Background: an optimization exercise with open tools, aiming at small area, a short achievable clock period and few clock cycles per item. Do not read the settings as production practice.
In this exercise RTL edits were held to simulation tests only and were not proved equivalent to the original.
Power is estimated from default activity; no workload was simulated.

File: design/flow/flow/run.sh
#!/bin/bash
# The standard layout (standard.sh), with these changes in how the layout is made:
#  - every input and output port still gets its own buffer, but a plain buf_1
#    (OpenROAD's buffer_ports -buffer_cell) instead of the default delay buffer;
#    the resizer upsizes it where timing needs;
#  - any further ORFS variables listed in flow/extra_vars (one NAME=value per line).
# make's output goes to flow.log; ORFS keeps each step's own log under orfs/logs.
set -euo pipefail
MARGIN=${MARGIN:-6.8}
PORTBUF=${PORTBUF:-sky130_fd_sc_hd__buf_1}
EXTRA="'BUFFER_PORTS_ARGS=-buffer_cell ${PORTBUF}'"
if [[ -f flow/extra_vars ]]; then
  while read -r line; do
    [[ -z "$line" || "$line" == \#* ]] && continue
    EXTRA="$EXTRA '$line'"
  done < flow/extra_vars
fi
sed -E -e "s/SETUP_SLACK_MARGIN=[^ ]+/SETUP_SLACK_MARGIN=${MARGIN}/" \
       -e "s|CLKGATE_MAP_FILE= |CLKGATE_MAP_FILE= ${EXTRA} |" \
       standard.sh > standard_mod.sh
grep -q "BUFFER_PORTS_ARGS" standard_mod.sh
bash standard_mod.sh > flow.log 2>&1
File: design/flow/flow/extra_vars
SKIP_INCREMENTAL_REPAIR=1
SKIP_GATE_CLONING=1
File: design/flow/standard.sh
#!/bin/bash
# synth_recipe.tcl (not shown) runs the flow's synth.tcl, then flattens the netlist and writes it again
# the make line also repeats each setting of config.mk as NAME=value (left out here)
make -C /OpenROAD-flow-scripts/flow DESIGN_CONFIG=/design/flow/config.mk WORK_HOME=/design/flow/orfs CLKGATE_MAP_FILE= SYNTH_SCRIPT=/design/flow/synth_recipe.tcl "${@:-finish}"
File: design/flow/config.mk
export PLATFORM = sky130hd
export DESIGN_NAME = el2_exu_div_ctl
export DESIGN_NICKNAME = el2_exu_div_ctl
export VERILOG_FILES = /design/flow/design.v
export SDC_FILE = /design/flow/constraint.sdc
export NUM_CORES = 8
export LEC_CHECK = 0
export CAP_MARGIN = 40
export CORE_MARGIN = 2
export CORE_UTILIZATION = 40
export SETUP_SLACK_MARGIN = 5
export SLEW_MARGIN = 40
export SYNTH_HIERARCHICAL = 1
export SYNTH_MINIMUM_KEEP_SIZE = 0
File: design/flow/constraint.sdc
create_clock -name core_clock -period 12.0 [get_ports {clk}]
set_input_delay 2.4000 -clock core_clock [delete_from_list [all_inputs] [get_ports {clk}]]
set_output_delay 2.4000 -clock core_clock [all_outputs]
set_load 0.01 [all_outputs]
File: design/flow/design.v
module el2_exu_div_ctl
  (
   input logic           clk,                        
   input logic           rst_l,                      
   input logic           dp_valid,                   
   input logic           dp_unsign,                  
   input logic           dp_rem,                     
   input logic  [31:0]   dividend,                   
   input logic  [31:0]   divisor,                    
   input logic           cancel,                     
   output logic          finish_dly,                 
   output logic [31:0]   out                         
  );
   logic        sv_ff;                  
   logic        it_ff;                  
   logic        fin_ff;                 
   logic [3:0]  cnt_ff;                 
   logic        busy, last;
   logic [31:0] r_ff;                   
   logic [31:0] q_ff;                   
   logic [32:0] b_ff;                   
   logic        rem_ff, neg_ff;         
   assign busy = sv_ff | it_ff;
   assign last = it_ff & (cnt_ff == 4'd0);
   wire  sa = ~dp_unsign & dividend[31];
   wire  sb = ~dp_unsign & divisor[31];
   wire  bz = (divisor == 32'b0);
   wire [31:0] abs_a, abs_b;
   div_cneg_in u_nega (.s(sa), .x(dividend), .y(abs_a));
   div_cneg_in u_negb (.s(sb), .x(divisor),  .y(abs_b));
   wire        q1, d1_co, q2, d2_co;
   wire [31:0] r1, d2;
   div_step34 u_s1 (.en(it_ff), .x({2'b0, r_ff}), .b({1'b0, b_ff}), .q(q1), .co(d1_co), .y(r1));
   div_step33 u_s2 (.en(it_ff), .x({1'b0, r1}), .b({1'b0, b_ff[32:1]}), .q(q2), .co(d2_co), .y(d2));
   wire [31:0] r2_n = busy ? r1 : abs_a;
   wire [31:0] r_next = q2 ? d2 : r2_n;
   wire early = ~d1_co;
   wire [5:0] clza, clzb;
   div_clz32 u_clza (.x(r_ff), .n(clza));
   div_clz32 u_clzb (.x(b_ff[31:0]), .n(clzb));
   wire [5:0]  sdiff = clzb - clza;                     
   wire        bzero = clzb[5];
   wire [3:0]  m     = (bzero | ~sv_ff) ? 4'hf : sdiff[4:1];
   wire [32:0] b_rot;
   div_rot33 u_rot (.b(b_ff), .m(m), .y(b_rot));
   always_ff @(posedge clk or negedge rst_l) begin
      if (!rst_l) begin
         sv_ff  <= 1'b0;
         it_ff  <= 1'b0;
         fin_ff <= 1'b0;
      end
      else begin
         sv_ff  <= dp_valid & ~cancel;
         it_ff  <= ~cancel & ((sv_ff & ~early) | (it_ff & (cnt_ff != 4'd0)));
         fin_ff <= ~cancel & last;
      end
   end
   always_ff @(posedge clk) begin
      cnt_ff <= sv_ff ? m : cnt_ff - 4'd1;
      r_ff   <= r_next;
      q_ff   <= it_ff ? ((last & rem_ff) ? r_next : {q_ff[29:0], q1, q2}) :
                sv_ff ? 32'b0 : (abs_a & {32{dp_rem}});
      b_ff   <= busy ? b_rot : {1'b0, abs_b};
      if (!busy) begin
         rem_ff <= dp_rem;
         neg_ff <= dp_rem ? sa : (sa ^ sb) & ~bz;
      end
   end
   wire [31:0] ans;
   div_cneg_out u_nego (.s(neg_ff), .x(q_ff), .y(ans));
   assign out        = ans;
   assign finish_dly = ~cancel & (fin_ff | (sv_ff & early));
endmodule  
module div_cneg_in (input logic s, input logic [31:0] x, output logic [31:0] y);
   wire yy_po_l0_1 = x[1] | x[0];
   wire yy_po_l0_3 = x[3] | x[2];
   wire yy_po_l0_5 = x[5] | x[4];
   wire yy_po_l0_7 = x[7] | x[6];
   wire yy_po_l0_9 = x[9] | x[8];
   wire yy_po_l0_11 = x[11] | x[10];
   wire yy_po_l0_13 = x[13] | x[12];
   wire yy_po_l0_15 = x[15] | x[14];
   wire yy_po_l0_17 = x[17] | x[16];
   wire yy_po_l0_19 = x[19] | x[18];
   wire yy_po_l0_21 = x[21] | x[20];
   wire yy_po_l0_23 = x[23] | x[22];
   wire yy_po_l0_25 = x[25] | x[24];
   wire yy_po_l0_27 = x[27] | x[26];
   wire yy_po_l0_29 = x[29] | x[28];
   wire yy_po_l1_2 = x[2] | yy_po_l0_1;
   wire yy_po_l1_3 = yy_po_l0_3 | yy_po_l0_1;
   wire yy_po_l1_6 = x[6] | yy_po_l0_5;
   wire yy_po_l1_7 = yy_po_l0_7 | yy_po_l0_5;
   wire yy_po_l1_10 = x[10] | yy_po_l0_9;
   wire yy_po_l1_11 = yy_po_l0_11 | yy_po_l0_9;
   wire yy_po_l1_14 = x[14] | yy_po_l0_13;
   wire yy_po_l1_15 = yy_po_l0_15 | yy_po_l0_13;
   wire yy_po_l1_18 = x[18] | yy_po_l0_17;
   wire yy_po_l1_19 = yy_po_l0_19 | yy_po_l0_17;
   wire yy_po_l1_22 = x[22] | yy_po_l0_21;
   wire yy_po_l1_23 = yy_po_l0_23 | yy_po_l0_21;
   wire yy_po_l1_26 = x[26] | yy_po_l0_25;
   wire yy_po_l1_27 = yy_po_l0_27 | yy_po_l0_25;
   wire yy_po_l1_30 = x[30] | yy_po_l0_29;
   wire yy_po_l2_4 = x[4] | yy_po_l1_3;
   wire yy_po_l2_5 = yy_po_l0_5 | yy_po_l1_3;
   wire yy_po_l2_6 = yy_po_l1_6 | yy_po_l1_3;
   wire yy_po_l2_7 = yy_po_l1_7 | yy_po_l1_3;
   wire yy_po_l2_12 = x[12] | yy_po_l1_11;
   wire yy_po_l2_13 = yy_po_l0_13 | yy_po_l1_11;
   wire yy_po_l2_14 = yy_po_l1_14 | yy_po_l1_11;
   wire yy_po_l2_15 = yy_po_l1_15 | yy_po_l1_11;
   wire yy_po_l2_20 = x[20] | yy_po_l1_19;
   wire yy_po_l2_21 = yy_po_l0_21 | yy_po_l1_19;
   wire yy_po_l2_22 = yy_po_l1_22 | yy_po_l1_19;
   wire yy_po_l2_23 = yy_po_l1_23 | yy_po_l1_19;
   wire yy_po_l2_28 = x[28] | yy_po_l1_27;
   wire yy_po_l2_29 = yy_po_l0_29 | yy_po_l1_27;
   wire yy_po_l2_30 = yy_po_l1_30 | yy_po_l1_27;
   wire yy_po_l3_8 = x[8] | yy_po_l2_7;
   wire yy_po_l3_9 = yy_po_l0_9 | yy_po_l2_7;
   wire yy_po_l3_10 = yy_po_l1_10 | yy_po_l2_7;
   wire yy_po_l3_11 = yy_po_l1_11 | yy_po_l2_7;
   wire yy_po_l3_12 = yy_po_l2_12 | yy_po_l2_7;
   wire yy_po_l3_13 = yy_po_l2_13 | yy_po_l2_7;
   wire yy_po_l3_14 = yy_po_l2_14 | yy_po_l2_7;
   wire yy_po_l3_15 = yy_po_l2_15 | yy_po_l2_7;
   wire yy_po_l3_24 = x[24] | yy_po_l2_23;
   wire yy_po_l3_25 = yy_po_l0_25 | yy_po_l2_23;
   wire yy_po_l3_26 = yy_po_l1_26 | yy_po_l2_23;
   wire yy_po_l3_27 = yy_po_l1_27 | yy_po_l2_23;
   wire yy_po_l3_28 = yy_po_l2_28 | yy_po_l2_23;
   wire yy_po_l3_29 = yy_po_l2_29 | yy_po_l2_23;
   wire yy_po_l3_30 = yy_po_l2_30 | yy_po_l2_23;
   wire yy_po_l4_16 = x[16] | yy_po_l3_15;
   wire yy_po_l4_17 = yy_po_l0_17 | yy_po_l3_15;
   wire yy_po_l4_18 = yy_po_l1_18 | yy_po_l3_15;
   wire yy_po_l4_19 = yy_po_l1_19 | yy_po_l3_15;
   wire yy_po_l4_20 = yy_po_l2_20 | yy_po_l3_15;
   wire yy_po_l4_21 = yy_po_l2_21 | yy_po_l3_15;
   wire yy_po_l4_22 = yy_po_l2_22 | yy_po_l3_15;
   wire yy_po_l4_23 = yy_po_l2_23 | yy_po_l3_15;
   wire yy_po_l4_24 = yy_po_l3_24 | yy_po_l3_15;
   wire yy_po_l4_25 = yy_po_l3_25 | yy_po_l3_15;
   wire yy_po_l4_26 = yy_po_l3_26 | yy_po_l3_15;
   wire yy_po_l4_27 = yy_po_l3_27 | yy_po_l3_15;
   wire yy_po_l4_28 = yy_po_l3_28 | yy_po_l3_15;
   wire yy_po_l4_29 = yy_po_l3_29 | yy_po_l3_15;
   wire yy_po_l4_30 = yy_po_l3_30 | yy_po_l3_15;
   wire [30:0] yy_po;
   assign yy_po[0] = x[0];
   assign yy_po[1] = yy_po_l0_1;
   assign yy_po[2] = yy_po_l1_2;
   assign yy_po[3] = yy_po_l1_3;
   assign yy_po[4] = yy_po_l2_4;
   assign yy_po[5] = yy_po_l2_5;
   assign yy_po[6] = yy_po_l2_6;
   assign yy_po[7] = yy_po_l2_7;
   assign yy_po[8] = yy_po_l3_8;
   assign yy_po[9] = yy_po_l3_9;
   assign yy_po[10] = yy_po_l3_10;
   assign yy_po[11] = yy_po_l3_11;
   assign yy_po[12] = yy_po_l3_12;
   assign yy_po[13] = yy_po_l3_13;
   assign yy_po[14] = yy_po_l3_14;
   assign yy_po[15] = yy_po_l3_15;
   assign yy_po[16] = yy_po_l4_16;
   assign yy_po[17] = yy_po_l4_17;
   assign yy_po[18] = yy_po_l4_18;
   assign yy_po[19] = yy_po_l4_19;
   assign yy_po[20] = yy_po_l4_20;
   assign yy_po[21] = yy_po_l4_21;
   assign yy_po[22] = yy_po_l4_22;
   assign yy_po[23] = yy_po_l4_23;
   assign yy_po[24] = yy_po_l4_24;
   assign yy_po[25] = yy_po_l4_25;
   assign yy_po[26] = yy_po_l4_26;
   assign yy_po[27] = yy_po_l4_27;
   assign yy_po[28] = yy_po_l4_28;
   assign yy_po[29] = yy_po_l4_29;
   assign yy_po[30] = yy_po_l4_30;
   wire [31:0] yy;
   assign yy[0] = x[0];
   assign yy[31:1] = x[31:1] ^ ({31{s}} & yy_po);
   assign y = yy;
endmodule
module div_cneg_out (input logic s, input logic [31:0] x, output logic [31:0] y);
   wire yy_po_l0_1 = x[1] | x[0];
   wire yy_po_l0_3 = x[3] | x[2];
   wire yy_po_l0_5 = x[5] | x[4];
   wire yy_po_l0_7 = x[7] | x[6];
   wire yy_po_l0_9 = x[9] | x[8];
   wire yy_po_l0_11 = x[11] | x[10];
   wire yy_po_l0_13 = x[13] | x[12];
   wire yy_po_l0_15 = x[15] | x[14];
   wire yy_po_l0_17 = x[17] | x[16];
   wire yy_po_l0_19 = x[19] | x[18];
   wire yy_po_l0_21 = x[21] | x[20];
   wire yy_po_l0_23 = x[23] | x[22];
   wire yy_po_l0_25 = x[25] | x[24];
   wire yy_po_l0_27 = x[27] | x[26];
   wire yy_po_l0_29 = x[29] | x[28];
   wire yy_po_l1_2 = x[2] | yy_po_l0_1;
   wire yy_po_l1_3 = yy_po_l0_3 | yy_po_l0_1;
   wire yy_po_l1_6 = x[6] | yy_po_l0_5;
   wire yy_po_l1_7 = yy_po_l0_7 | yy_po_l0_5;
   wire yy_po_l1_10 = x[10] | yy_po_l0_9;
   wire yy_po_l1_11 = yy_po_l0_11 | yy_po_l0_9;
   wire yy_po_l1_14 = x[14] | yy_po_l0_13;
   wire yy_po_l1_15 = yy_po_l0_15 | yy_po_l0_13;
   wire yy_po_l1_18 = x[18] | yy_po_l0_17;
   wire yy_po_l1_19 = yy_po_l0_19 | yy_po_l0_17;
   wire yy_po_l1_22 = x[22] | yy_po_l0_21;
   wire yy_po_l1_23 = yy_po_l0_23 | yy_po_l0_21;
   wire yy_po_l1_26 = x[26] | yy_po_l0_25;
   wire yy_po_l1_27 = yy_po_l0_27 | yy_po_l0_25;
   wire yy_po_l1_30 = x[30] | yy_po_l0_29;
   wire yy_po_l2_4 = x[4] | yy_po_l1_3;
   wire yy_po_l2_5 = yy_po_l0_5 | yy_po_l1_3;
   wire yy_po_l2_6 = yy_po_l1_6 | yy_po_l1_3;
   wire yy_po_l2_7 = yy_po_l1_7 | yy_po_l1_3;
   wire yy_po_l2_12 = x[12] | yy_po_l1_11;
   wire yy_po_l2_13 = yy_po_l0_13 | yy_po_l1_11;
   wire yy_po_l2_14 = yy_po_l1_14 | yy_po_l1_11;
   wire yy_po_l2_15 = yy_po_l1_15 | yy_po_l1_11;
   wire yy_po_l2_20 = x[20] | yy_po_l1_19;
   wire yy_po_l2_21 = yy_po_l0_21 | yy_po_l1_19;
   wire yy_po_l2_22 = yy_po_l1_22 | yy_po_l1_19;
   wire yy_po_l2_23 = yy_po_l1_23 | yy_po_l1_19;
   wire yy_po_l2_28 = x[28] | yy_po_l1_27;
   wire yy_po_l2_29 = yy_po_l0_29 | yy_po_l1_27;
   wire yy_po_l2_30 = yy_po_l1_30 | yy_po_l1_27;
   wire yy_po_l3_8 = x[8] | yy_po_l2_7;
   wire yy_po_l3_9 = yy_po_l0_9 | yy_po_l2_7;
   wire yy_po_l3_10 = yy_po_l1_10 | yy_po_l2_7;
   wire yy_po_l3_11 = yy_po_l1_11 | yy_po_l2_7;
   wire yy_po_l3_12 = yy_po_l2_12 | yy_po_l2_7;
   wire yy_po_l3_13 = yy_po_l2_13 | yy_po_l2_7;
   wire yy_po_l3_14 = yy_po_l2_14 | yy_po_l2_7;
   wire yy_po_l3_15 = yy_po_l2_15 | yy_po_l2_7;
   wire yy_po_l3_24 = x[24] | yy_po_l2_23;
   wire yy_po_l3_25 = yy_po_l0_25 | yy_po_l2_23;
   wire yy_po_l3_26 = yy_po_l1_26 | yy_po_l2_23;
   wire yy_po_l3_27 = yy_po_l1_27 | yy_po_l2_23;
   wire yy_po_l3_28 = yy_po_l2_28 | yy_po_l2_23;
   wire yy_po_l3_29 = yy_po_l2_29 | yy_po_l2_23;
   wire yy_po_l3_30 = yy_po_l2_30 | yy_po_l2_23;
   wire yy_po_l4_16 = x[16] | yy_po_l3_15;
   wire yy_po_l4_17 = yy_po_l0_17 | yy_po_l3_15;
   wire yy_po_l4_18 = yy_po_l1_18 | yy_po_l3_15;
   wire yy_po_l4_19 = yy_po_l1_19 | yy_po_l3_15;
   wire yy_po_l4_20 = yy_po_l2_20 | yy_po_l3_15;
   wire yy_po_l4_21 = yy_po_l2_21 | yy_po_l3_15;
   wire yy_po_l4_22 = yy_po_l2_22 | yy_po_l3_15;
   wire yy_po_l4_23 = yy_po_l2_23 | yy_po_l3_15;
   wire yy_po_l4_24 = yy_po_l3_24 | yy_po_l3_15;
   wire yy_po_l4_25 = yy_po_l3_25 | yy_po_l3_15;
   wire yy_po_l4_26 = yy_po_l3_26 | yy_po_l3_15;
   wire yy_po_l4_27 = yy_po_l3_27 | yy_po_l3_15;
   wire yy_po_l4_28 = yy_po_l3_28 | yy_po_l3_15;
   wire yy_po_l4_29 = yy_po_l3_29 | yy_po_l3_15;
   wire yy_po_l4_30 = yy_po_l3_30 | yy_po_l3_15;
   wire [30:0] yy_po;
   assign yy_po[0] = x[0];
   assign yy_po[1] = yy_po_l0_1;
   assign yy_po[2] = yy_po_l1_2;
   assign yy_po[3] = yy_po_l1_3;
   assign yy_po[4] = yy_po_l2_4;
   assign yy_po[5] = yy_po_l2_5;
   assign yy_po[6] = yy_po_l2_6;
   assign yy_po[7] = yy_po_l2_7;
   assign yy_po[8] = yy_po_l3_8;
   assign yy_po[9] = yy_po_l3_9;
   assign yy_po[10] = yy_po_l3_10;
   assign yy_po[11] = yy_po_l3_11;
   assign yy_po[12] = yy_po_l3_12;
   assign yy_po[13] = yy_po_l3_13;
   assign yy_po[14] = yy_po_l3_14;
   assign yy_po[15] = yy_po_l3_15;
   assign yy_po[16] = yy_po_l4_16;
   assign yy_po[17] = yy_po_l4_17;
   assign yy_po[18] = yy_po_l4_18;
   assign yy_po[19] = yy_po_l4_19;
   assign yy_po[20] = yy_po_l4_20;
   assign yy_po[21] = yy_po_l4_21;
   assign yy_po[22] = yy_po_l4_22;
   assign yy_po[23] = yy_po_l4_23;
   assign yy_po[24] = yy_po_l4_24;
   assign yy_po[25] = yy_po_l4_25;
   assign yy_po[26] = yy_po_l4_26;
   assign yy_po[27] = yy_po_l4_27;
   assign yy_po[28] = yy_po_l4_28;
   assign yy_po[29] = yy_po_l4_29;
   assign yy_po[30] = yy_po_l4_30;
   wire [31:0] yy;
   assign yy[0] = x[0];
   assign yy[31:1] = x[31:1] ^ ({31{s}} & yy_po);
   assign y = yy;
endmodule
module div_step34 (input logic en, input logic [33:0] x, input logic [33:0] b, output logic q, output logic co, output logic [31:0] y);
   wire [33:0] d_p0 = x ^ ~b;
   wire [33:0] d_g0 = x & ~b;
   wire d_g1_1 = d_g0[1] | (d_p0[1] & (d_g0[0] | d_p0[0]));
   wire d_g1_3 = d_g0[3] | (d_p0[3] & d_g0[2]);
   wire d_p1_3 = d_p0[3] & d_p0[2];
   wire d_g1_5 = d_g0[5] | (d_p0[5] & d_g0[4]);
   wire d_p1_5 = d_p0[5] & d_p0[4];
   wire d_g1_7 = d_g0[7] | (d_p0[7] & d_g0[6]);
   wire d_p1_7 = d_p0[7] & d_p0[6];
   wire d_g1_9 = d_g0[9] | (d_p0[9] & d_g0[8]);
   wire d_p1_9 = d_p0[9] & d_p0[8];
   wire d_g1_11 = d_g0[11] | (d_p0[11] & d_g0[10]);
   wire d_p1_11 = d_p0[11] & d_p0[10];
   wire d_g1_13 = d_g0[13] | (d_p0[13] & d_g0[12]);
   wire d_p1_13 = d_p0[13] & d_p0[12];
   wire d_g1_15 = d_g0[15] | (d_p0[15] & d_g0[14]);
   wire d_p1_15 = d_p0[15] & d_p0[14];
   wire d_g1_17 = d_g0[17] | (d_p0[17] & d_g0[16]);
   wire d_p1_17 = d_p0[17] & d_p0[16];
   wire d_g1_19 = d_g0[19] | (d_p0[19] & d_g0[18]);
   wire d_p1_19 = d_p0[19] & d_p0[18];
   wire d_g1_21 = d_g0[21] | (d_p0[21] & d_g0[20]);
   wire d_p1_21 = d_p0[21] & d_p0[20];
   wire d_g1_23 = d_g0[23] | (d_p0[23] & d_g0[22]);
   wire d_p1_23 = d_p0[23] & d_p0[22];
   wire d_g1_25 = d_g0[25] | (d_p0[25] & d_g0[24]);
   wire d_p1_25 = d_p0[25] & d_p0[24];
   wire d_g1_27 = d_g0[27] | (d_p0[27] & d_g0[26]);
   wire d_p1_27 = d_p0[27] & d_p0[26];
   wire d_g1_29 = d_g0[29] | (d_p0[29] & d_g0[28]);
   wire d_p1_29 = d_p0[29] & d_p0[28];
   wire d_g1_31 = d_g0[31] | (d_p0[31] & d_g0[30]);
   wire d_p1_31 = d_p0[31] & d_p0[30];
   wire d_g1_33 = d_g0[33] | (d_p0[33] & d_g0[32]);
   wire d_p1_33 = d_p0[33] & d_p0[32];
   wire d_g2_3 = d_g1_3 | (d_p1_3 & d_g1_1);
   wire d_g2_7 = d_g1_7 | (d_p1_7 & d_g1_5);
   wire d_p2_7 = d_p1_7 & d_p1_5;
   wire d_g2_11 = d_g1_11 | (d_p1_11 & d_g1_9);
   wire d_p2_11 = d_p1_11 & d_p1_9;
   wire d_g2_15 = d_g1_15 | (d_p1_15 & d_g1_13);
   wire d_p2_15 = d_p1_15 & d_p1_13;
   wire d_g2_19 = d_g1_19 | (d_p1_19 & d_g1_17);
   wire d_p2_19 = d_p1_19 & d_p1_17;
   wire d_g2_23 = d_g1_23 | (d_p1_23 & d_g1_21);
   wire d_p2_23 = d_p1_23 & d_p1_21;
   wire d_g2_27 = d_g1_27 | (d_p1_27 & d_g1_25);
   wire d_p2_27 = d_p1_27 & d_p1_25;
   wire d_g2_31 = d_g1_31 | (d_p1_31 & d_g1_29);
   wire d_p2_31 = d_p1_31 & d_p1_29;
   wire d_g3_7 = d_g2_7 | (d_p2_7 & d_g2_3);
   wire d_g3_15 = d_g2_15 | (d_p2_15 & d_g2_11);
   wire d_p3_15 = d_p2_15 & d_p2_11;
   wire d_g3_23 = d_g2_23 | (d_p2_23 & d_g2_19);
   wire d_p3_23 = d_p2_23 & d_p2_19;
   wire d_g3_31 = d_g2_31 | (d_p2_31 & d_g2_27);
   wire d_p3_31 = d_p2_31 & d_p2_27;
   wire d_g4_15 = d_g3_15 | (d_p3_15 & d_g3_7);
   wire d_g4_31 = d_g3_31 | (d_p3_31 & d_g3_23);
   wire d_p4_31 = d_p3_31 & d_p3_23;
   wire d_g5_31 = d_g4_31 | (d_p4_31 & d_g4_15);
   wire d_g7_23 = d_g3_23 | (d_p3_23 & d_g4_15);
   wire d_g8_11 = d_g2_11 | (d_p2_11 & d_g3_7);
   wire d_g8_19 = d_g2_19 | (d_p2_19 & d_g4_15);
   wire d_g8_27 = d_g2_27 | (d_p2_27 & d_g7_23);
   wire d_g9_5 = d_g1_5 | (d_p1_5 & d_g2_3);
   wire d_g9_9 = d_g1_9 | (d_p1_9 & d_g3_7);
   wire d_g9_13 = d_g1_13 | (d_p1_13 & d_g8_11);
   wire d_g9_17 = d_g1_17 | (d_p1_17 & d_g4_15);
   wire d_g9_21 = d_g1_21 | (d_p1_21 & d_g8_19);
   wire d_g9_25 = d_g1_25 | (d_p1_25 & d_g7_23);
   wire d_g9_29 = d_g1_29 | (d_p1_29 & d_g8_27);
   wire d_g9_33 = d_g1_33 | (d_p1_33 & d_g5_31);
   wire d_g10_2 = d_g0[2] | (d_p0[2] & d_g1_1);
   wire d_g10_4 = d_g0[4] | (d_p0[4] & d_g2_3);
   wire d_g10_6 = d_g0[6] | (d_p0[6] & d_g9_5);
   wire d_g10_8 = d_g0[8] | (d_p0[8] & d_g3_7);
   wire d_g10_10 = d_g0[10] | (d_p0[10] & d_g9_9);
   wire d_g10_12 = d_g0[12] | (d_p0[12] & d_g8_11);
   wire d_g10_14 = d_g0[14] | (d_p0[14] & d_g9_13);
   wire d_g10_16 = d_g0[16] | (d_p0[16] & d_g4_15);
   wire d_g10_18 = d_g0[18] | (d_p0[18] & d_g9_17);
   wire d_g10_20 = d_g0[20] | (d_p0[20] & d_g8_19);
   wire d_g10_22 = d_g0[22] | (d_p0[22] & d_g9_21);
   wire d_g10_24 = d_g0[24] | (d_p0[24] & d_g7_23);
   wire d_g10_26 = d_g0[26] | (d_p0[26] & d_g9_25);
   wire d_g10_28 = d_g0[28] | (d_p0[28] & d_g8_27);
   wire d_g10_30 = d_g0[30] | (d_p0[30] & d_g9_29);
   wire d_g10_32 = d_g0[32] | (d_p0[32] & d_g5_31);
   wire [33:0] d_c = {d_g9_33, d_g10_32, d_g5_31, d_g10_30, d_g9_29, d_g10_28, d_g8_27, d_g10_26, d_g9_25, d_g10_24, d_g7_23, d_g10_22, d_g9_21, d_g10_20, d_g8_19, d_g10_18, d_g9_17, d_g10_16, d_g4_15, d_g10_14, d_g9_13, d_g10_12, d_g8_11, d_g10_10, d_g9_9, d_g10_8, d_g3_7, d_g10_6, d_g9_5, d_g10_4, d_g2_3, d_g10_2, d_g1_1, (d_g0[0] | d_p0[0])};
   wire [33:0] d = d_p0 ^ {d_c[32:0], 1'b1};
   wire d_co = d_c[33];
   assign co = d_co;
   assign q  = en & d_co;
   assign y  = q ? d[31:0] : x[31:0];
endmodule
module div_step33 (input logic en, input logic [32:0] x, input logic [32:0] b, output logic q, output logic co, output logic [31:0] y);
   wire [32:0] d_p0 = x ^ ~b;
   wire [32:0] d_g0 = x & ~b;
   wire d_g1_1 = d_g0[1] | (d_p0[1] & (d_g0[0] | d_p0[0]));
   wire d_g1_3 = d_g0[3] | (d_p0[3] & d_g0[2]);
   wire d_p1_3 = d_p0[3] & d_p0[2];
   wire d_g1_5 = d_g0[5] | (d_p0[5] & d_g0[4]);
   wire d_p1_5 = d_p0[5] & d_p0[4];
   wire d_g1_7 = d_g0[7] | (d_p0[7] & d_g0[6]);
   wire d_p1_7 = d_p0[7] & d_p0[6];
   wire d_g1_9 = d_g0[9] | (d_p0[9] & d_g0[8]);
   wire d_p1_9 = d_p0[9] & d_p0[8];
   wire d_g1_11 = d_g0[11] | (d_p0[11] & d_g0[10]);
   wire d_p1_11 = d_p0[11] & d_p0[10];
   wire d_g1_13 = d_g0[13] | (d_p0[13] & d_g0[12]);
   wire d_p1_13 = d_p0[13] & d_p0[12];
   wire d_g1_15 = d_g0[15] | (d_p0[15] & d_g0[14]);
   wire d_p1_15 = d_p0[15] & d_p0[14];
   wire d_g1_17 = d_g0[17] | (d_p0[17] & d_g0[16]);
   wire d_p1_17 = d_p0[17] & d_p0[16];
   wire d_g1_19 = d_g0[19] | (d_p0[19] & d_g0[18]);
   wire d_p1_19 = d_p0[19] & d_p0[18];
   wire d_g1_21 = d_g0[21] | (d_p0[21] & d_g0[20]);
   wire d_p1_21 = d_p0[21] & d_p0[20];
   wire d_g1_23 = d_g0[23] | (d_p0[23] & d_g0[22]);
   wire d_p1_23 = d_p0[23] & d_p0[22];
   wire d_g1_25 = d_g0[25] | (d_p0[25] & d_g0[24]);
   wire d_p1_25 = d_p0[25] & d_p0[24];
   wire d_g1_27 = d_g0[27] | (d_p0[27] & d_g0[26]);
   wire d_p1_27 = d_p0[27] & d_p0[26];
   wire d_g1_29 = d_g0[29] | (d_p0[29] & d_g0[28]);
   wire d_p1_29 = d_p0[29] & d_p0[28];
   wire d_g1_31 = d_g0[31] | (d_p0[31] & d_g0[30]);
   wire d_p1_31 = d_p0[31] & d_p0[30];
   wire d_g2_3 = d_g1_3 | (d_p1_3 & d_g1_1);
   wire d_g2_7 = d_g1_7 | (d_p1_7 & d_g1_5);
   wire d_p2_7 = d_p1_7 & d_p1_5;
   wire d_g2_11 = d_g1_11 | (d_p1_11 & d_g1_9);
   wire d_p2_11 = d_p1_11 & d_p1_9;
   wire d_g2_15 = d_g1_15 | (d_p1_15 & d_g1_13);
   wire d_p2_15 = d_p1_15 & d_p1_13;
   wire d_g2_19 = d_g1_19 | (d_p1_19 & d_g1_17);
   wire d_p2_19 = d_p1_19 & d_p1_17;
   wire d_g2_23 = d_g1_23 | (d_p1_23 & d_g1_21);
   wire d_p2_23 = d_p1_23 & d_p1_21;
   wire d_g2_27 = d_g1_27 | (d_p1_27 & d_g1_25);
   wire d_p2_27 = d_p1_27 & d_p1_25;
   wire d_g2_31 = d_g1_31 | (d_p1_31 & d_g1_29);
   wire d_p2_31 = d_p1_31 & d_p1_29;
   wire d_g3_7 = d_g2_7 | (d_p2_7 & d_g2_3);
   wire d_g3_15 = d_g2_15 | (d_p2_15 & d_g2_11);
   wire d_p3_15 = d_p2_15 & d_p2_11;
   wire d_g3_23 = d_g2_23 | (d_p2_23 & d_g2_19);
   wire d_p3_23 = d_p2_23 & d_p2_19;
   wire d_g3_31 = d_g2_31 | (d_p2_31 & d_g2_27);
   wire d_p3_31 = d_p2_31 & d_p2_27;
   wire d_g4_15 = d_g3_15 | (d_p3_15 & d_g3_7);
   wire d_g4_31 = d_g3_31 | (d_p3_31 & d_g3_23);
   wire d_p4_31 = d_p3_31 & d_p3_23;
   wire d_g5_31 = d_g4_31 | (d_p4_31 & d_g4_15);
   wire d_g7_23 = d_g3_23 | (d_p3_23 & d_g4_15);
   wire d_g8_11 = d_g2_11 | (d_p2_11 & d_g3_7);
   wire d_g8_19 = d_g2_19 | (d_p2_19 & d_g4_15);
   wire d_g8_27 = d_g2_27 | (d_p2_27 & d_g7_23);
   wire d_g9_5 = d_g1_5 | (d_p1_5 & d_g2_3);
   wire d_g9_9 = d_g1_9 | (d_p1_9 & d_g3_7);
   wire d_g9_13 = d_g1_13 | (d_p1_13 & d_g8_11);
   wire d_g9_17 = d_g1_17 | (d_p1_17 & d_g4_15);
   wire d_g9_21 = d_g1_21 | (d_p1_21 & d_g8_19);
   wire d_g9_25 = d_g1_25 | (d_p1_25 & d_g7_23);
   wire d_g9_29 = d_g1_29 | (d_p1_29 & d_g8_27);
   wire d_g10_2 = d_g0[2] | (d_p0[2] & d_g1_1);
   wire d_g10_4 = d_g0[4] | (d_p0[4] & d_g2_3);
   wire d_g10_6 = d_g0[6] | (d_p0[6] & d_g9_5);
   wire d_g10_8 = d_g0[8] | (d_p0[8] & d_g3_7);
   wire d_g10_10 = d_g0[10] | (d_p0[10] & d_g9_9);
   wire d_g10_12 = d_g0[12] | (d_p0[12] & d_g8_11);
   wire d_g10_14 = d_g0[14] | (d_p0[14] & d_g9_13);
   wire d_g10_16 = d_g0[16] | (d_p0[16] & d_g4_15);
   wire d_g10_18 = d_g0[18] | (d_p0[18] & d_g9_17);
   wire d_g10_20 = d_g0[20] | (d_p0[20] & d_g8_19);
   wire d_g10_22 = d_g0[22] | (d_p0[22] & d_g9_21);
   wire d_g10_24 = d_g0[24] | (d_p0[24] & d_g7_23);
   wire d_g10_26 = d_g0[26] | (d_p0[26] & d_g9_25);
   wire d_g10_28 = d_g0[28] | (d_p0[28] & d_g8_27);
   wire d_g10_30 = d_g0[30] | (d_p0[30] & d_g9_29);
   wire d_g10_32 = d_g0[32] | (d_p0[32] & d_g5_31);
   wire [32:0] d_c = {d_g10_32, d_g5_31, d_g10_30, d_g9_29, d_g10_28, d_g8_27, d_g10_26, d_g9_25, d_g10_24, d_g7_23, d_g10_22, d_g9_21, d_g10_20, d_g8_19, d_g10_18, d_g9_17, d_g10_16, d_g4_15, d_g10_14, d_g9_13, d_g10_12, d_g8_11, d_g10_10, d_g9_9, d_g10_8, d_g3_7, d_g10_6, d_g9_5, d_g10_4, d_g2_3, d_g10_2, d_g1_1, (d_g0[0] | d_p0[0])};
   wire [32:0] d = d_p0 ^ {d_c[31:0], 1'b1};
   wire d_co = d_c[32];
   assign co = d_co;
   assign q  = en & d_co;
   assign y  = d[31:0];
endmodule
module div_clz32 (input logic [31:0] x, output logic [5:0] n);
   wire c_v0_0 = x[1] | x[0];
   wire c_z0_0 = ~x[1];
   wire c_v0_1 = x[3] | x[2];
   wire c_z0_1 = ~x[3];
   wire c_v0_2 = x[5] | x[4];
   wire c_z0_2 = ~x[5];
   wire c_v0_3 = x[7] | x[6];
   wire c_z0_3 = ~x[7];
   wire c_v0_4 = x[9] | x[8];
   wire c_z0_4 = ~x[9];
   wire c_v0_5 = x[11] | x[10];
   wire c_z0_5 = ~x[11];
   wire c_v0_6 = x[13] | x[12];
   wire c_z0_6 = ~x[13];
   wire c_v0_7 = x[15] | x[14];
   wire c_z0_7 = ~x[15];
   wire c_v0_8 = x[17] | x[16];
   wire c_z0_8 = ~x[17];
   wire c_v0_9 = x[19] | x[18];
   wire c_z0_9 = ~x[19];
   wire c_v0_10 = x[21] | x[20];
   wire c_z0_10 = ~x[21];
   wire c_v0_11 = x[23] | x[22];
   wire c_z0_11 = ~x[23];
   wire c_v0_12 = x[25] | x[24];
   wire c_z0_12 = ~x[25];
   wire c_v0_13 = x[27] | x[26];
   wire c_z0_13 = ~x[27];
   wire c_v0_14 = x[29] | x[28];
   wire c_z0_14 = ~x[29];
   wire c_v0_15 = x[31] | x[30];
   wire c_z0_15 = ~x[31];
   wire c_v1_0 = c_v0_1 | c_v0_0;
   wire c_z1_0_0 = c_v0_1 ? c_z0_1 : c_z0_0;
   wire c_v1_1 = c_v0_3 | c_v0_2;
   wire c_z1_1_0 = c_v0_3 ? c_z0_3 : c_z0_2;
   wire c_v1_2 = c_v0_5 | c_v0_4;
   wire c_z1_2_0 = c_v0_5 ? c_z0_5 : c_z0_4;
   wire c_v1_3 = c_v0_7 | c_v0_6;
   wire c_z1_3_0 = c_v0_7 ? c_z0_7 : c_z0_6;
   wire c_v1_4 = c_v0_9 | c_v0_8;
   wire c_z1_4_0 = c_v0_9 ? c_z0_9 : c_z0_8;
   wire c_v1_5 = c_v0_11 | c_v0_10;
   wire c_z1_5_0 = c_v0_11 ? c_z0_11 : c_z0_10;
   wire c_v1_6 = c_v0_13 | c_v0_12;
   wire c_z1_6_0 = c_v0_13 ? c_z0_13 : c_z0_12;
   wire c_v1_7 = c_v0_15 | c_v0_14;
   wire c_z1_7_0 = c_v0_15 ? c_z0_15 : c_z0_14;
   wire c_v2_0 = c_v1_1 | c_v1_0;
   wire c_z2_0_0 = c_v1_1 ? ~c_v0_3 : ~c_v0_1;
   wire c_z2_0_1 = c_v1_1 ? c_z1_1_0 : c_z1_0_0;
   wire c_v2_1 = c_v1_3 | c_v1_2;
   wire c_z2_1_0 = c_v1_3 ? ~c_v0_7 : ~c_v0_5;
   wire c_z2_1_1 = c_v1_3 ? c_z1_3_0 : c_z1_2_0;
   wire c_v2_2 = c_v1_5 | c_v1_4;
   wire c_z2_2_0 = c_v1_5 ? ~c_v0_11 : ~c_v0_9;
   wire c_z2_2_1 = c_v1_5 ? c_z1_5_0 : c_z1_4_0;
   wire c_v2_3 = c_v1_7 | c_v1_6;
   wire c_z2_3_0 = c_v1_7 ? ~c_v0_15 : ~c_v0_13;
   wire c_z2_3_1 = c_v1_7 ? c_z1_7_0 : c_z1_6_0;
   wire c_v3_0 = c_v2_1 | c_v2_0;
   wire c_z3_0_0 = c_v2_1 ? ~c_v1_3 : ~c_v1_1;
   wire c_z3_0_1 = c_v2_1 ? c_z2_1_0 : c_z2_0_0;
   wire c_z3_0_2 = c_v2_1 ? c_z2_1_1 : c_z2_0_1;
   wire c_v3_1 = c_v2_3 | c_v2_2;
   wire c_z3_1_0 = c_v2_3 ? ~c_v1_7 : ~c_v1_5;
   wire c_z3_1_1 = c_v2_3 ? c_z2_3_0 : c_z2_2_0;
   wire c_z3_1_2 = c_v2_3 ? c_z2_3_1 : c_z2_2_1;
   wire c_v4_0 = c_v3_1 | c_v3_0;
   wire c_z4_0_0 = c_v3_1 ? ~c_v2_3 : ~c_v2_1;
   wire c_z4_0_1 = c_v3_1 ? c_z3_1_0 : c_z3_0_0;
   wire c_z4_0_2 = c_v3_1 ? c_z3_1_1 : c_z3_0_1;
   wire c_z4_0_3 = c_v3_1 ? c_z3_1_2 : c_z3_0_2;
   wire [5:0] c = {~c_v4_0, c_v4_0 & ~c_v3_1, c_v4_0 & c_z4_0_0, c_v4_0 & c_z4_0_1, c_v4_0 & c_z4_0_2, c_v4_0 & c_z4_0_3};
   assign n = c;
endmodule
module div_rot33 (input logic [32:0] b, input logic [3:0] m, output logic [32:0] y);
   wire [32:0] b_r1  = {b[31:0], b[32]};
   wire [32:0] b_r2  = m[0] ? {b_r1[30:0], b_r1[32:31]} : b_r1;
   wire [32:0] b_r4  = m[1] ? {b_r2[28:0], b_r2[32:29]} : b_r2;
   wire [32:0] b_r8  = m[2] ? {b_r4[24:0], b_r4[32:25]} : b_r4;
   assign y          = m[3] ? {b_r8[16:0], b_r8[32:17]} : b_r8;
endmodule
==> results of run 1 <==
[final cells by class]
class                   count  area (sq um)
clock inverters             6          56.3
flip-flops and latches    106          2210
inverters                 118           443
multi-input cells         980          9430
well taps                 396           495
fillers                  2920         17000
clock buffers              10           239
repair buffers            123           618
[per-stage QoR]
stage | utilization | instances | hold slack, ns | cell area [sq um]
detailed placement | 0.425 | 1714 | 0.464 | 13000
finish | 0.442 | 1739 | 0.484 | 13500
floorplan | - | 1268 | 0.442 | 12400
global placement | 0.422 | 1709 | 0.476 | 12900
global route | 0.442 | 1739 | 0.512 | 13500
CTS | 0.442 | 1739 | 0.488 | 13500
[path summary, 6_finish.rpt]
check,endpoint,depth (start not counted)
min,cnt_ff[0],1
max reg2reg,q_ff[27],23
min reg2reg,cnt_ff[0],1
max,q_ff[27],23
max in group asynchronous,sv_ff,1
min in group asynchronous,it_ff,1
[per-layer routing]
layer,vias up,global-route usage,wire [microns]
li1,4835,-,-
met1,4986,0.266,14200
met2,304,0.392,17900
met3,49,0.0379,2090
met4,0,0.0563,654
met5,-,0,0
[sequential cells by signal (all words and copies together), names as in the netlist]
register	cells
it_ff	1
neg_ff	1
sv_ff	1
b_ff	33
cnt_ff	4
rem_ff	1
q_ff	32
fin_ff	1
r_ff	32
[power breakdown]
part / switching [mW] / internal, mW
clock network: 0.155 / 0.151
logic: 1.45 / 1.35
registers: 0.322 / 0.508
==> results_dict.tcl, run 1 <==
set metrics [dict create \
    status "finished clean" \
    die_x_microns 180 \
    worstSetupPathType "flop to flop" \
    gr-usage-all-layers 0.217 \
    finalHoldViolCount 0 \
    max-cap-violations 0 \
    crit_chain "inv_1 -> ha_1 -> a21oi_1 -> nor2b_1 -> o21ai_1 -> a31oi_4 -> o41ai_4 -> buf_12 -> mux2i_1 -> inv_1 -> ha_1 -> fa_1 -> nand2b_1 -> a21oi_2 -> o2111ai_2 -> o211a_4 -> o21ai_4 -> a31oi_1 -> fa_1 -> xnor2_1 -> nand2_1 -> o21ai_2 -> a221o_1" \
    ant_nets 0 \
    fmax_ghz 0.190 \
    required_ns 12.26 \
    arrival_ns 5.51 \
    path_clk_slew_ns 0.08 \
    layout_common_cells "inv_1 (118), xnor2_1 (110), buf_1 (100)" \
    drt-wirelength-per-cell_microns 20.1 \
    slew_headroom 0.414 \
    crit_family "compound AO/OA/AOI/OAI gates" \
    start_util 0.405 \
    clock_latency_ns 0.37 \
    numCtsBuffers 9 \
    clock_path_buffers 2 \
    clockRootBuffer "clkbuf_16" \
    r2r_start "b_ff[13]" \
    timing.final.crit_period_ns 5.25 \
    irDropWorstVdd_uv 108 \
    avgSynthCellArea_sq_um 9.78 \
    worstPathMaxFanout 10 \
    crit_start "b_ff[13]" \
    place_worst_setup_slack_ns 5.41 \
    io_pins 103 \
    slowest_stage "dfxtp_2" \
    cpPeakStageDelay_ns 0.48 \
    p_leak_nw 5.55 \
    rrSetupSlack_ns 6.75 \
    finalNetCount 1510 \
    drt-total-wl_microns 34900 \
    mappedNetlistArea_sq_um 12400 \
    row_count 64 \
    tightest_slew_ns 0.876 \
    cts_resized 60 \
    syn_inst 1264 \
    end_kind "flop" \
    io_buffer_count 102 \
    post-cts-setup-buffers 9 \
    critPathBufInv 3 \
    start_kind "flop" \
    hp-class "flop to flop" \
    htree_levels 3 \
    setup-violations-final 0 \
    antenna_found_initial 0 \
    finClkSkew_ns 0.0114 \
    yosysWarnings 7 \
    powerDensity_nw_per_um2 292 \
    vias 10200 \
    cts_tree "done" \
    diodes 0 \
    grt_max_degree 65 \
    area_growth_pct 9.22 \
    drtPass1Iterations 4 \
    setup_slack_ns 6.75 \
    finalCritPeriodShare 0.438 \
    final_common_cell "inv_1" \
    cts.sinks 106 \
    slew_viol_final 0 \
    grt_pass1_wl_microns 56000 \
    gp_congestion 0.885 \
    routed_via_density 5.85 \
    worstHoldStart "cnt_ff[0]" \
    overflow 0 \
    hold_buffers 0 \
    core_area_sq_um 30500 \
    final.setup.tns_ns 0 \
    drive_gt1_frac 0.229 \
    grt_pass1_vias 9981 \
    hpwl_microns 27200 \
    power_mw 3.93 \
    drc 0 \
    drt-initial-drc-count 846 \
    die_y_microns 180 \
    die-area_sq_um 32300 \
]
Testbench counts, summed over its fixed seeds: cycles 18,134, items 3,200.
==> inputs of run 2 (changes only) <==
==> design/flow/flow/extra_vars (replaced) <==
SKIP_INCREMENTAL_REPAIR=1
SKIP_CTS_REPAIR_TIMING=1
==> run 2 against run 1 <==
  * Clock-buffer cell count did not move
  * Clock skew barely moved
  * Sequential power fell by 1%
  * Highest routed layer unchanged
==> results_dict.tcl, run 2 <==
set metrics [dict create \
    hpwl_microns 27200 \
    irDropWorstVdd_uv 108 \
    p_comb_frac 0.707 \
    switchingPower_mw 1.89 \
    max-cap-violations 0 \
    cts_tree "done" \
    drtPass1Iterations 7 \
    pwr-share-seq 0.213 \
    io_pins 103 \
    drt-total-wl_microns 34500 \
    avgSynthCellArea_sq_um 9.78 \
    r2r-end "q_ff[12]" \
    gr-usage-all-layers 0.214 \
    worstHoldStart "cnt_ff[0]" \
    slew_viol_final 0 \
    htree_levels 3 \
    hold_depth 1 \
    yosysWarnings 7 \
    row_count 64 \
    area_growth_pct 7.41 \
    gp_congestion 0.885 \
    die-area_sq_um 32300 \
    seq_area_sq_um 2160 \
    start_util 0.405 \
    required_ns 12.27 \
    powerDensity_nw_per_um2 290 \
    grt_pass1_wl_microns 55400 \
    overflow 0 \
    clock_power_share 0.080 \
    grt_pass1_vias 9913 \
    start_kind "flop" \
    hold_end "cnt_ff[0]" \
    slew_headroom 0.418 \
    die_y_microns 180 \
    final.setup.tns_ns 0 \
    worstSetupPathType "flop to flop" \
    clock_path_buffers 2 \
    cts.sinks 106 \
    multi_input_area_sq_um 9360 \
    clockRootBuffer "clkbuf_16" \
    largest_reg_flops 33 \
    arrival_ns 6.96 \
    drive_gt1_frac 0.193 \
    numCtsBuffers 9 \
    io_buffer_count 102 \
    stdcell_area_sq_um 13300 \
    timing.final.crit_period_ns 6.70 \
    syn_inst 1264 \
    ff2ff_path_depth 21 \
    setup-violations-final 0 \
    final_common_cell "inv_1" \
    top_register "b_ff" \
    p_leak_nw 5.48 \
    num-fill-cells 2950 \
    finalNetCount 1501 \
    p_int_mw 1.96 \
    drc 0 \
    diodes 0 \
    rrSetupSlack_ns 5.30 \
    drt-wirelength-per-cell_microns 19.9 \
    finClkSkew_ns 0.0117 \
    drt-initial-drc-count 787 \
    dpl_cell_area_sq_um 13000 \
    clock_latency_ns 0.38 \
    end_kind "flop" \
    antenna_found_initial 0 \
    die_x_microns 180 \
    fmax_ghz 0.149 \
    largest_registers "b_ff (33), q_ff (32), r_ff (32)" \
    layout_common_cells "inv_1 (118), xnor2_1 (110), dfxtp_1 (101), buf_1 (101), nand2_1 (86)" \
    mappedNetlistArea_sq_um 12400 \
    vias 10100 \
    path_clk_slew_ns 0.08 \
    power.share.switching 0.491 \
    finalCritPeriodShare 0.558 \
    finalHoldViolCount 0 \
    hp-class "flop to flop" \
    status "finished clean" \
    ant_nets 0 \
    r2r_start "b_ff[23]" \
    worstPathMaxFanout 45 \
    tightest_slew_ns 0.870 \
    routed_via_density 5.82 \
    core_area_sq_um 30500 \
    grt_max_degree 65 \
]
## run 2: power groups by stage
stage | logic (mW) | clock network [mW] | registers, mW
after global placement | 2.65 | 0 | 0.827
after global routing | 3.03 | 0.324 | 0.844
after detailed placement | 2.71 | 0 | 0.823
final | 2.73 | 0.307 | 0.821
after CTS | 2.73 | 0.313 | 0.816
after floorplan | 2.19 | 0 | 0.665
## run 2: worst max-delay path by stage
stage	end	depth (start not counted)	slack [ns]	from
5_1_grt	q_ff[8]	21	4.88	b_ff[25]
3_5_place_dp	q_ff[12]	21	5.41	b_ff[23]
6_report	q_ff[12]	21	5.30	b_ff[23]
3_3_place_gp	q_ff[3]	21	5.51	b_ff[23]
2_1_floorplan	q_ff[27]	23	6.99	b_ff[27]
4_1_cts	q_ff[12]	21	5.34	b_ff[25]
## run 2: per-layer routing
layer | global-route usage | routed length (microns) | share of wire
met5 | 0 | 0 | 0
met2 | 0.387 | 17700 | 0.51
met4 | 0.0559 | 742 | 0.022
met1 | 0.262 | 14100 | 0.41
met3 | 0.0359 | 1920 | 0.056
## run 2: per-stage QoR
step	cells	setup slack, ns	util	hold slack [ns]	total power [mW]
final	1730	5.30	0.435	0.483	3.85
after detailed placement	1714	5.41	0.425	0.464	3.53
after floorplan	1268	6.99	-	0.442	2.86
after global routing	1730	4.88	0.435	0.512	4.20
after CTS	1730	5.34	0.435	0.488	3.86
after global placement	1709	5.51	0.422	0.476	3.47
## run 2: area by class of cell
class                   instances  area share
clock buffers                  10      0.0180
clock inverters                 6     0.00424
inverters                     118      0.0334
multi-input cells             980       0.706
flip-flops and latches        106       0.163
well taps                     396      0.0373
repair buffers                114      0.0389
## run 2: critical path: stages, from the launching register on
cell	delay, ns
dfxtp_1	0.69
inv_1	0.10
ha_1	0.36
a21oi_1	0.13
o21ai_1	0.11
a211oi_2	0.23
nor3_2	0.10
o41ai_4	0.84
buf_4	0.53
mux2i_1	0.28
inv_1	0.06
ha_1	0.19
fa_1	0.37
nand2b_1	0.19
a21oi_2	0.18
o2111ai_2	0.19
o211a_4	0.32
o211ai_2	0.13
and3_2	0.50
buf_4	0.57
o21ai_2	0.15
a221o_1	0.31
==> inputs of run 3 (changes only) <==
==> design/flow/flow/extra_vars (replaced) <==
SKIP_INCREMENTAL_REPAIR=1
--- a/design/flow/config.mk
+++ b/design/flow/config.mk
@@ -13,2 +13,3 @@
 export SYNTH_HIERARCHICAL = 1
 export SYNTH_MINIMUM_KEEP_SIZE = 0
+export TNS_END_PERCENT = 5
==> run 3 against run 2 <==
  * Highest routed layer unchanged
  * Largest power group unchanged
  * Non-clock buffer count increased by 5
  * Sequential cell count unchanged
  * Critical endpoint is now q_ff[30]
  * Still clean
  * Setup slack improved by 1.4 ns
==> results_dict.tcl, run 3 <==
set metrics [dict create \
    status "finished clean" \
    powerDensity_nw_per_um2 291 \
    finClkSkew_ns 0.0114 \
    area_growth_pct 9.13 \
    drive_gt1_frac 0.225 \
    fin_util 0.442 \
    grt_pass1_wl_microns 56000 \
    cts_resized 55 \
    routed_via_density 5.85 \
    instances_no_fill 1736 \
    stdcell_area_sq_um 13500 \
    power_mw 3.93 \
    slowest_stage "dfxtp_2" \
    diodes 0 \
    hold_buffers 0 \
    required_ns 12.27 \
    slew_headroom 0.387 \
    antenna_found_initial 0 \
    num-fill-cells 2933 \
    path_clk_slew_ns 0.08 \
    row_count 64 \
    irDropWorstVdd_uv 107 \
    vias 10200 \
    end_kind "flop" \
    start_kind "flop" \
    largest_reg_flops 33 \
    hpwl_microns 27200 \
    die_x_microns 180 \
    yosysWarnings 7 \
    dpl_cell_area_sq_um 13000 \
    numCtsBuffers 9 \
    clockRootBuffer "clkbuf_16" \
    clock_path_buffers 2 \
    crit_family "compound AO/OA/AOI/OAI gates" \
    die_y_microns 180 \
    hp-class "flop to flop" \
    crit_chain "inv_1 -> ha_1 -> a21oi_2 -> o21ai_2 -> a211oi_2 -> nor3_2 -> o41ai_4 -> buf_12 -> mux2i_1 -> inv_1 -> ha_1 -> fa_1 -> nand2b_1 -> a21oi_2 -> o2111ai_2 -> o211a_4 -> o21ai_4 -> a21oi_1 -> fa_1 -> inv_1 -> nand2_1 -> o21ai_1 -> a221o_1" \
    final_common_cell "inv_1" \
    grt_pass1_vias 10000 \
    tightest_slew_ns 0.918 \
    cts.sinks 106 \
    io_buffer_count 102 \
    dp_cells 1714 \
    final.setup.tns_ns 0 \
    worstSetupPathType "flop to flop" \
    arrival_ns 5.61 \
    worstPathMaxFanout 13 \
    finalHoldViolCount 0 \
    largest_registers "b_ff (33), q_ff (32), r_ff (32)" \
    clock_latency_ns 0.38 \
    ant_nets 0 \
    cpPeakStageDelay_ns 0.50 \
    syn_inst 1264 \
    top_register "b_ff" \
    die-area_sq_um 32300 \
    gp_congestion 0.885 \
    gr-usage-all-layers 0.217 \
    post-cts-setup-buffers 4 \
    mappedNetlistArea_sq_um 12400 \
    grt_max_degree 65 \
    cp_common_cell "inv_1" \
    drt-total-wl_microns 35000 \
    drtPass1Iterations 4 \
    setup-violations-final 0 \
    drt-wirelength-per-cell_microns 20.2 \
    avgSynthCellArea_sq_um 9.78 \
    drt-initial-drc-count 829 \
    cts_tree "done" \
    io_pins 103 \
    critPathBufInv 4 \
    start_util 0.405 \
    fmax_ghz 0.187 \
    max-cap-violations 0 \
    finalCritPeriodShare 0.445 \
    core_area_sq_um 30500 \
    layout_common_cells "inv_1 (118), xnor2_1 (110), buf_1 (101)" \
    timing.final.crit_period_ns 5.34 \
    p_leak_nw 5.55 \
    slew_viol_final 0 \
    overflow 0 \
    finalNetCount 1507 \
    drc 0 \
    htree_levels 3 \
]
-- run 3: per-stage QoR --
stage	setup slack (ns)	hold WS [ns]
5_1_grt	6.37	0.512
6_report	6.66	0.485
3_5_place_dp	5.41	0.464
4_1_cts	6.72	0.488
3_3_place_gp	5.51	0.476
2_1_floorplan	6.99	0.442
-- run 3: path summary, 6_finish.rpt --
path                       slack, ns  cells after the start   endpoint      start
hold reg to reg                 0.48                      1  cnt_ff[0]  cnt_ff[0]
hold / removal                  0.48                      1  cnt_ff[0]  cnt_ff[0]
min in group asynchronous       1.82                      1      it_ff      rst_l
setup / recovery                6.66                     23   q_ff[30]   b_ff[19]
max in group asynchronous      10.02                      1      sv_ff      rst_l
setup reg to reg                6.66                     23   q_ff[30]   b_ff[19]
-- run 3: final cells by class --
cell class / count / area [sq um] / area share
Clock inverter: 6 / 56.3 / 0.00418
Sequential cell: 106 / 2210 / 0.164
Clock buffer: 10 / 239 / 0.0177
Timing Repair Buffer: 119 / 604 / 0.0448
Tap cell: 396 / 495 / 0.0367
Inverter: 118 / 443 / 0.0328
Multi-Input combinational cell: 981 / 9440 / 0.700
-- run 3: worst reg2reg max path, cell delays in order, from the launching register on --
cell and delay [ns]:
dfxtp_2 0.50, inv_1 0.09, ha_1 0.37, a21oi_2 0.15, o21ai_2 0.09, a211oi_2 0.22
nor3_2 0.10, o41ai_4 0.43, buf_12 0.21, mux2i_1 0.25, inv_1 0.06, ha_1 0.19
fa_1 0.37, nand2b_1 0.19, a21oi_2 0.18, o2111ai_2 0.19, o211a_4 0.33, o21ai_4 0.21
a21oi_1 0.12, fa_1 0.49, inv_1 0.05, nand2_1 0.05, o21ai_1 0.10, a221o_1 0.32
-- run 3: routing by layer --
layer,vias to the layer above,routed length [microns],global-route usage
li1,4831,-,-
met1,4972,14300,0.265
met2,287,17800,0.391
met3,65,2030,0.0371
met4,0,895,0.0615
met5,-,0,0
-- run 3: where the power goes --
part	switching, mW	total, mW	internal (mW)
Combinational	1.43	2.77	1.34
Clock	0.156	0.307	0.151
Sequential	0.337	0.844	0.507
Total	1.93	3.93	2.00
==> inputs of run 4 (changes only) <==
--- a/design/flow/config.mk
+++ b/design/flow/config.mk
@@ -9,7 +9,7 @@
 export CORE_MARGIN = 2
 export CORE_UTILIZATION = 40
+export PLACE_DENSITY = 0.7
 export SETUP_SLACK_MARGIN = 5
 export SLEW_MARGIN = 40
 export SYNTH_HIERARCHICAL = 1
 export SYNTH_MINIMUM_KEEP_SIZE = 0
-export TNS_END_PERCENT = 5
==> run 4 against run 3 <==
  * Routed wire length fell by 2.7%
  * Sequential share of layout area barely moved
  * Clock-buffer cell count did not move
==> results_dict.tcl, run 4 <==
set metrics [dict create \
    holdWs_ns 0.489 \
    path_clk_slew_ns 0.08 \
    worstHoldStart "cnt_ff[0]" \
    diodes 0 \
    clock_path_buffers 2 \
    htree_levels 3 \
    cts_tree "done" \
    start_util 0.405 \
    mappedNetlistArea_sq_um 12400 \
    top_register "b_ff" \
    irDropWorstVdd_uv 128 \
    gp_congestion 0.944 \
    die_y_microns 180 \
    drt-wirelength-per-cell_microns 19.6 \
    clock_latency_ns 0.37 \
    vias 10400 \
    clockRootBuffer "clkbuf_16" \
    grt_pass1_vias 10500 \
    antenna_found_initial 0 \
    powerDensity_nw_per_um2 291 \
    numCtsBuffers 9 \
    max-cap-violations 0 \
    grt_max_degree 67 \
    drt-initial-drc-count 850 \
    final_common_cell "inv_1" \
    crit_start "b_ff[3]" \
    hp-class "flop to flop" \
    hpwl_microns 26400 \
    status "finished clean" \
    drive_gt1_frac 0.228 \
    r2r_start "b_ff[3]" \
    routed_via_density 5.97 \
    hold_buffers 0 \
    required_ns 12.26 \
    layout_common_cells "inv_1 (118), xnor2_1 (110), buf_1 (100)" \
    ant_nets 0 \
    finClkSkew_ns 0.0168 \
    io_pins 103 \
    finalNetCount 1507 \
    cts.sinks 106 \
    drc 0 \
    die-area_sq_um 32300 \
    setup-violations-final 0 \
    end_kind "flop" \
    p_leak_nw 5.53 \
    slew_viol_final 0 \
    drt-total-wl_microns 34100 \
    overflow 0 \
    arrival_ns 5.53 \
    drtPass1Iterations 5 \
    finalCritPeriodShare 0.439 \
    slew_headroom 0.386 \
    worstPathMaxFanout 13 \
    area_growth_pct 8.87 \
    gr-usage-all-layers 0.211 \
    fin_util 0.441 \
    cts_resized 63 \
    timing.final.crit_period_ns 5.27 \
    die_x_microns 180 \
    row_count 64 \
    yosysWarnings 7 \
    fmax_ghz 0.190 \
    post-cts-setup-buffers 5 \
    final.setup.tns_ns 0 \
    start_kind "flop" \
    core_area_sq_um 30500 \
    largest_registers "b_ff (33), q_ff (32), r_ff (32)" \
    grt_pass1_wl_microns 55100 \
    io_buffer_count 102 \
    finalHoldViolCount 0 \
    worstSetupPathType "flop to flop" \
    syn_inst 1264 \
    tightest_slew_ns 0.898 \
    avgSynthCellArea_sq_um 9.78 \
    largest_reg_flops 33 \
]
-- run 4: worst max-delay path: stages, from the launching register on --
cell	delay, ns
dfxtp_2	0.43
inv_1	0.07
ha_1	0.33
o211ai_1	0.29
a21oi_4	0.06
o211ai_1	0.16
buf_4	0.16
a31oi_4	0.09
o41ai_4	0.31
buf_12	0.21
mux2i_1	0.23
inv_1	0.07
ha_1	0.19
fa_1	0.37
nand2b_1	0.18
a21oi_2	0.17
o2111ai_2	0.18
o211a_4	0.32
o21ai_4	0.19
a21oi_1	0.11
fa_1	0.49
inv_1	0.04
nand2_1	0.04
o21ai_1	0.11
a221o_1	0.34
-- run 4: metrics by stage --
stage               total power, mW  setup WS, ns  instances  instance area, sq um
floorplan                      2.86          6.99       1268                 12400
global placement               3.44          5.61       1712                 12900
detailed placement             3.50          5.49       1714                 12900
CTS                            3.89          6.77       1736                 13500
global route                   4.24          6.40       1736                 13500
finish                         3.91          6.73       1736                 13500
-- run 4: metal layers --
metal	up-vias	track usage	share of wire
met5	-	0	0
met4	0	0.0956	0.041
met3	86	0.0401	0.063
li1	4850	-	-
met2	376	0.376	0.51
met1	5059	0.244	0.39
-- run 4: final timing paths --
path                       cells after the start  slack [ns]        end
min                                            1        0.49  cnt_ff[0]
max                                           24        6.73   q_ff[30]
max in group asynchronous                      1       10.02      it_ff
min reg2reg                                    1        0.49  cnt_ff[0]
max reg2reg                                   24        6.73   q_ff[30]
min in group asynchronous                      1        1.83      sv_ff
-- run 4: cell type report --
| type | instances | area (sq um) |
|---|---|---|
| clock buffer | 10 | 229 |
| multi-input combinational | 980 | 9430 |
| tap | 396 | 495 |
| timing repair buffer | 120 | 586 |
| clock inverter | 6 | 58.8 |
| fill | 2888 | 17100 |
| inverter | 118 | 443 |
| sequential | 106 | 2210 |
-- run 4: where the power goes --
part	leakage [nW]	switching [mW]	internal [mW]
Sequential	0.910	0.331	0.507
Clock	0.137	0.153	0.146
Combinational	4.49	1.43	1.34
Total	5.53	1.92	1.99
==> inputs of run 5 (changes only) <==
--- a/design/flow/config.mk
+++ b/design/flow/config.mk
@@ -9,5 +9,5 @@
 export CORE_MARGIN = 2
 export CORE_UTILIZATION = 40
-export PLACE_DENSITY = 0.7
+export PLACE_DENSITY = 0.45
 export SETUP_SLACK_MARGIN = 5
 export SLEW_MARGIN = 40
==> run 5 against run 4 <==
  * Hold slack gained 0.016 ns
  * Register-to-register slack gained 0.02 ns
  * Sequential share of layout area is essentially flat
  * Core utilization grew 0.74 points
  * Sequential cell count is the same
  * Clock power shrank 2%
  * Non-clock buffer count grew 13
  * Sequential power is essentially flat
  * Cell count grew 0.75%
  * Fmax grew 0.35%
  * Routed wire length grew 11%
  * Via count shrank 2.6%
  * Critical path type unchanged
  * Largest power group unchanged
  * Highest routed layer unchanged
==> results_dict.tcl, run 5 <==
set metrics [dict create \
    status "finished clean" \
    finalHoldViolCount 0 \
    die_y_microns 180 \
    wl_met1_microns 17100 \
    grt_pass1_vias 10200 \
    hold_buffers 0 \
    numCtsBuffers 9 \
    setup-violations-final 0 \
    start_util 0.405 \
    top_layer "met4" \
    overflow 0 \
    io_buffer_count 102 \
    holdWs_ns 0.505 \
    htree_levels 3 \
    drt-initial-drc-count 484 \
    max-cap-violations 0 \
    finClkSkew_ns 0.0114 \
    drive_gt1_frac 0.243 \
    wl_met2_microns 18700 \
    final.setup.tns_ns 0 \
    avgSynthCellArea_sq_um 9.78 \
    pwr-share-seq 0.206 \
    wl_met3_microns 1570 \
    tightest_slew_ns 0.893 \
    power_mw 4.05 \
    largest_registers "b_ff (33), q_ff (32), r_ff (32)" \
    fin_util 0.448 \
    cts_tree "done" \
    yosysWarnings 7 \
    die_x_microns 180 \
    powerDensity_nw_per_um2 296 \
    start_kind "flop" \
    syn_inst 1264 \
    finalNetCount 1520 \
    grt_pass1_wl_microns 60300 \
    vias 10100 \
    clock_path_buffers 2 \
    gr-usage-all-layers 0.239 \
    timing.final.crit_period_ns 5.25 \
    switchingPower_mw 1.98 \
    clockRootBuffer "clkbuf_16" \
    slew_headroom 0.399 \
    crit_chain "ha_1 -> o211ai_1 -> a21oi_4 -> o211ai_1 -> buf_4 -> buf_4 -> nand3_2 -> a21o_1 -> a21o_1 -> fa_1 -> xor2_1 -> mux2_4 -> ha_1 -> a21oi_1 -> o21ai_2 -> a221oi_4 -> o21ai_4 -> a31oi_1 -> fa_1 -> inv_1 -> nand2_1 -> o21ai_2 -> a221o_1" \
    cts_resized 89 \
    cts.sinks 106 \
    seq_area_sq_um 2240 \
    end_kind "flop" \
    fmax_ghz 0.190 \
    slowest_stage "dfxtp_1" \
    clock_power_share 0.072 \
    mappedNetlistArea_sq_um 12400 \
    arrival_ns 5.56 \
    row_count 64 \
    area_growth_pct 10.7 \
    grt_max_degree 58 \
    setup_slack_ns 6.75 \
    hpwl_microns 29400 \
    multi_input_area_sq_um 9530 \
    drt-wirelength-per-cell_microns 21.6 \
    largest_reg_flops 33 \
    top_register "b_ff" \
    die-area_sq_um 32300 \
    io_pins 103 \
    p_leak_nw 5.61 \
    layout_common_cells "inv_1 (118), xnor2_1 (110), buf_1 (102)" \
    ant_nets 0 \
    critPathBufInv 3 \
    power.share.switching 0.488 \
    drc 0 \
    cpPeakStageDelay_ns 0.48 \
    path_clk_slew_ns 0.07 \
    place_worst_setup_slack_ns 5.31 \
    num-fill-cells 3090 \
    final_common_cell "inv_1" \
    irDropWorstVdd_uv 114 \
    routed_via_density 5.77 \
    gp_congestion 0.870 \
    hp-class "flop to flop" \
    post-cts-setup-buffers 18 \
    core_area_sq_um 30500 \
    p_int_mw 2.07 \
    clock_latency_ns 0.37 \
    worstSetupPathType "flop to flop" \
    drt-total-wl_microns 37800 \
    required_ns 12.30 \
    finalCritPeriodShare 0.438 \
    drtPass1Iterations 5 \
    slew_viol_final 0 \
    antenna_found_initial 0 \
    crit_family "compound AO/OA/AOI/OAI gates" \
    worstPathMaxFanout 5 \
    p_comb_frac 0.721 \
]
run 5: power groups by stage:
| stage | Combinational (mW) | Sequential, mW | Clock (mW) |
|---|---|---|---|
| final | 2.92 | 0.836 | 0.293 |
| after global routing | 3.28 | 0.860 | 0.315 |
| after CTS | 2.94 | 0.836 | 0.301 |
| after detailed placement | 2.74 | 0.840 | 0 |
| after global placement | 2.74 | 0.855 | 0 |
| after floorplan | 2.19 | 0.665 | 0 |
run 5: final cells by class:
cell class	instances	share of cell area
tap	396	0.0362
clock inverter	3	0.00174
clock buffer	12	0.0188
multi-input combinational	980	0.697
timing repair buffer	133	0.0501
inverter	118	0.0324
antenna	1	0.000183
sequential	106	0.164
run 5: worst paths after layout:
check                           startpoint  slack, ns  cells after the start   endpoint
worst max-delay path               r_ff[3]       6.75                     23   q_ff[26]
worst min-delay path             cnt_ff[0]       0.51                      1  cnt_ff[0]
worst max register to register     r_ff[3]       6.75                     23   q_ff[26]
worst min register to register   cnt_ff[0]       0.51                      1  cnt_ff[0]
max in group asynchronous            rst_l      10.02                      1     fin_ff
min in group asynchronous            rst_l       1.83                      1      sv_ff
run 5: metrics by stage:
step	instances	instance area (sq um)
after floorplan	1268	12400
after global placement	1712	12900
after detailed placement	1714	12900
after CTS	1748	13700
after global routing	1748	13700
final	1749	13700
run 5: routing by layer:
layer,global-route usage,vias to the layer above
met2,0.409,195
met4,0.0442,0
li1,-,4853
met3,0.0432,25
met5,0,-
met1,0.318,5025

-- separate check: timing with driven ports --
The results above use ideal ports. As a check the final layouts listed here were re-extracted and re-timed, cells and wires unchanged. Step 1 assumes that a clkbuf_16 drives the clock port and a buf_2 every other input. Step 2 also shifts input and output timing later by t, the mid clock arrival at the registers, as if the neighbouring blocks saw the same clock. a / b / c = ideal / step 1 / step 2; a / b = the first two.
run | t (ns) | setup WS [ns] | worst setup path after step 2 | cell pins on the clock port's net
run 1 | 0.417 | 6.749 / 6.721 / 6.749 | register to register | 1
run 2 | 0.421 | 5.305 / 5.305 / 5.305 | register to register | 1
run 3 | 0.419 | 6.656 / 6.640 / 6.656 | register to register | 1
run 4 | 0.410 | 6.727 / 6.727 / 6.727 | register to register | 1
run 5 | 0.414 | 6.746 / 6.722 / 6.746 | register to register | 1
After both steps every run listed still meets setup and hold.
